Context: an optimization exercise on an open-source flow, tuned for small area. The choices shown serve that exercise and are no tape-out recipe. Only simulation tests tie the RTL to the original design; equivalence was not proved.

==> flow/design.v (excerpt) <==
module mem_tester
#(
  parameter DRAM_DATA_SIZE = 16,
  parameter DRAM_COL_SIZE = 9,
  parameter DRAM_ROW_SIZE = 13,
  parameter DRAM_TEST_ROWBNK = 7  
)
(
	input clk,
	input rst_n,
	output reg [31:0] passcount,
	output reg [31:0] failcount,
	input  [DRAM_DATA_SIZE-1:0] DRAM_DQ_I,
	output [DRAM_DATA_SIZE-1:0] DRAM_DQ_O,
	output DRAM_DQ_OE,
	output [DRAM_ROW_SIZE-1:0] DRAM_ADDR,
	output DRAM_LDQM,DRAM_UDQM,
	output DRAM_WE_N,
	output DRAM_CAS_N,
	output DRAM_RAS_N,
	output DRAM_CS_N,
	output DRAM_BA_0,
	output DRAM_BA_1
);
For scale: about 2000 flip-flops, roughly 120 I/O pins, ~49000 um^2 of cells after synthesis.
clock: 5.0 ns
lec_check: 0
cap_margin: 20
core_margin: 2
core_utilization: 55
cts_buf_list: sky130_fd_sc_hd__clkbuf_8
cts_cluster_diameter: 50
cts_cluster_size: 16
place_density: 0.75
slew_margin: 20
standard.sh (not shown) runs the stock make flow with config.mk's settings and CLKGATE_MAP_FILE= SYNTH_SCRIPT=/design/flow/synth_recipe.tcl, a recipe that flattens the netlist after the stock synthesis.
==> flow/flow/run.sh <==
#!/bin/bash
# Own layout flow: the standard flow (standard.sh, unchanged synthesis) with
#  - port buffers of the smallest buffer cell instead of the default choice,
#  - clock tree built from clkbuf_8 clusters of up to 19 flip-flops, without
#    dummy loads.
# The full output of the ORFS run is kept in standard.log; ORFS's per-step logs
# are under orfs/logs/.
set -euo pipefail
export BUFFER_PORTS_ARGS="-buffer_cell sky130_fd_sc_hd__buf_1"
export CTS_ARGS="-sink_clustering_enable -repair_clock_nets -sink_clustering_size 19 -sink_clustering_max_diameter 60 -buf_list sky130_fd_sc_hd__clkbuf_8 -dont_use_dummy_load"
bash standard.sh > standard.log 2>&1
==> next run, changes <==
--- a/flow/design.v
+++ b/flow/design.v
@@ -17,57 +17,57 @@
 	localparam [15:0] W0 = 16'h9e37;  
 	reg [15:0] ra [0:55];
 	reg [15:0] rb [0:55];
 	reg [15:0] tl [56:61];
 	reg c_lo;
 	always @* begin
 		case (rom_idx)
-			6'd1, 6'd3, 6'd6, 6'd8, 6'd10, 6'd12, 6'd14, 6'd16, 6'd18, 6'd20,
-			6'd22, 6'd25, 6'd27, 6'd29, 6'd31, 6'd33, 6'd35, 6'd37, 6'd39, 6'd41,
-			6'd43, 6'd46, 6'd48, 6'd50, 6'd52, 6'd54, 6'd56, 6'd58, 6'd60, 6'd62: c_lo = 1'b1;
+			6'd1, 6'd4, 6'd6, 6'd8, 6'd10, 6'd12, 6'd14, 6'd16, 6'd18, 6'd20,
+			6'd23, 6'd25, 6'd27, 6'd29, 6'd31, 6'd33, 6'd35, 6'd37, 6'd39, 6'd41,
+			6'd44, 6'd46, 6'd48, 6'd50, 6'd52, 6'd54, 6'd56, 6'd58, 6'd60: c_lo = 1'b1;
 			default: c_lo = 1'b0;
 		endcase
 	end
-	wire [15:0] seed_nx = (rom_idx == 6'd0) ? 16'h8dde : ra[0] - 16'h9e37 - {15'd0, c_lo};
+	wire [15:0] seed_nx = (rom_idx == 6'd0) ? 16'h516f : ra[0] - 16'h9e37 - {15'd0, c_lo};
 	reg [5:0] j;
 	always @(posedge clk)
 		if (!next) j <= 6'd0;
 		else if (j != 6'd55) j <= j + 6'd1;
 	wire le23 = (j <= 6'd23);
 	wire le54 = (j <= 6'd54);
 	wire step_a = next & ~rnw;
 	wire step_b = next &  rnw;
 	reg first_b;  
 	wire loop_a = hold_a & ~inj_a;
+	wire seed_a = inj_a & (rom_idx != 6'd62);
 	wire loop_b = ~step_b & (~rd_state | (first_b & (j == 6'd0)));
 	wire row_end = ~next & (j != 6'd0);
 	always @(posedge clk)
 		first_b <= loop_b | (first_b & ~row_end);
 	wire [15:0] a54 = le54 ? tl[54+GA] : ra[54];
 	wire [15:0] a23 = le23 ? ra[23+GA] : ra[23];
 	wire [15:0] b54 = (le54 & ~first_b) ? tl[54+GB] : rb[54];
 	wire [15:0] b23 = (le23 & ~first_b) ? rb[23+GB] : rb[23];
 	wire [15:0] rb0_nx = step_b ? b54 + b23 : (inj_b ? W0 : rb[0]);
 	integer i;
 	always @(posedge clk) begin
-		ra[0] <= step_a ? a54 + a23 : (inj_a ? seed_nx : ra[0]);
-		ra[1] <= loop_a ? (long_loop ? ra[55] : ra[54]) : ra[0];
-		for (i = 2; i < 56; i = i + 1)
+		ra[0] <= step_a ? a54 + a23 : (seed_a ? seed_nx : ra[0]);
+		ra[1] <= (loop_a &  long_loop) ? ra[55] : ra[0];
+		ra[2] <= (loop_a & ~long_loop) ? ra[55] : ra[1];
+		for (i = 3; i < 56; i = i + 1)
 			ra[i] <= ra[i-1];
 		rb[0] <= rb0_nx;
-		rb[1] <= inj_b ? ra[19] : (loop_b ? rb[55] : rb[0]);
+		rb[1] <= inj_b ? ra[29] : (loop_b ? rb[55] : rb[0]);
 		for (i = 2; i < 56; i = i + 1)
 			rb[i] <= rb[i-1];
 		tl[56] <= rnw ? rb[55] : ra[55];
 		for (i = 57; i < 62; i = i + 1)
 			tl[i] <= tl[i-1];
 	end
-	reg a_looped;
-	always @(posedge clk) a_looped <= loop_a;
-	assign wr_out_d  = a_looped ? ra[0] : ra[1];
+	assign wr_out_d  = ra[1];
 	assign rd_out_nx = rb0_nx;
 endmodule
 module sdram_control
 #(
 parameter DRAM_DATA_SIZE = 16,
 parameter DRAM_COL_SIZE = 9,
 parameter DRAM_ROW_SIZE = 13,
@@ -228,22 +228,22 @@
 	if (ctr_init) ctr <= 0;
 	else ctr <= ctr + 1'd1;
 always @(posedge clk)
 	if ((state == RD_BEGIN2) | (state == WR_BEGIN2)) actr <= 0;
 	else if ((state == RD_END2) | (state == WR_END1)) actr <= actr + 1'd1;
 wire wr_state = (state >= WR_BEGIN1);
 assign rd_state = (state >= RD_BEGIN1) && (state <= RD_END2);
-wire last_gap = ((state >= WR_BST) && (&actr[DRAM_ROWBNK-1:0])) ||
+wire last_gap = ((state >= WR_PRE) && (&actr[DRAM_ROWBNK-1:0])) ||
                 ((state == WR_CHKEND) && actr[DRAM_ROWBNK]);
-assign hold_a = ~(ready & ~rnw) & (~wr_state | last_gap) & ~(s_idle & start & ~rnw);
+assign hold_a = ~(ready & ~rnw) & (~wr_state | last_gap);
 always @(posedge clk)
-	long_loop <= rd_state & (((actr == 0) && (ctr[9:0] == 10'd39)) ||
-	                         (long_loop & ~((actr == 3) && (ctr[9:0] == 10'd187))));
-assign inj_a   = (state == W200US2) && (ctr[CTR200US_SIZE:6] == 10'd23);
-assign inj_b   = (state == W200US2) && (ctr[CTR200US_SIZE:6] == 10'd25);
+	long_loop <= rd_state & (((actr == 0) && (ctr[9:0] == 10'd40)) ||
+	                         (long_loop & ~((actr == 3) && (ctr[9:0] == 10'd188))));
+assign inj_a   = (state == W200US2) && (ctr[CTR200US_SIZE:6] == 10'd34) && ~&ctr[5:0];
+assign inj_b   = (state == W200US2) && (ctr[CTR200US_SIZE:6] == 10'd80);
 assign rom_idx = ctr[5:0];
 endmodule
 module mem_tester
 #(
   parameter DRAM_DATA_SIZE = 16,
   parameter DRAM_COL_SIZE = 9,
   parameter DRAM_ROW_SIZE = 13,
What happened: First-iteration DRC count decreases by about 3.4%; utilization increases by 0.48 points; fmax increases by about 5%; worst setup slack is better by 220 ps; sequential share of layout area increases by 0.17 points; worst hold slack is better by 70 ps.

static timing again, ports no longer ideal:
In the flow no input, the clock included, has a driving cell. The finished layouts below were timed again as built, in two steps.
Step 1 sets driving cells, clkbuf_16 on the clock port and buf_2 on the other inputs (assumed; they add their load-dependent delay and slew).
Step 2 also shifts input and output timing later by t, the mid clock arrival at the registers, as if the neighbouring blocks saw the same clock.
Three values: ideal, step 1, step 2; two values: the first two.
| run | shift t [ns] | setup WS [ns] | slew at the worst register clock pin (ns) | cell pins on the clock port's net |
|---|---|---|---|---|
| the first run | 0.834 | 0.428 / 0.428 / 0.428 | 0.12 / 0.12 | 1 |
| the second run | 0.814 | 0.649 / 0.649 / 0.649 | 0.12 / 0.12 | 1 |
After both steps every run listed still meets setup and hold.
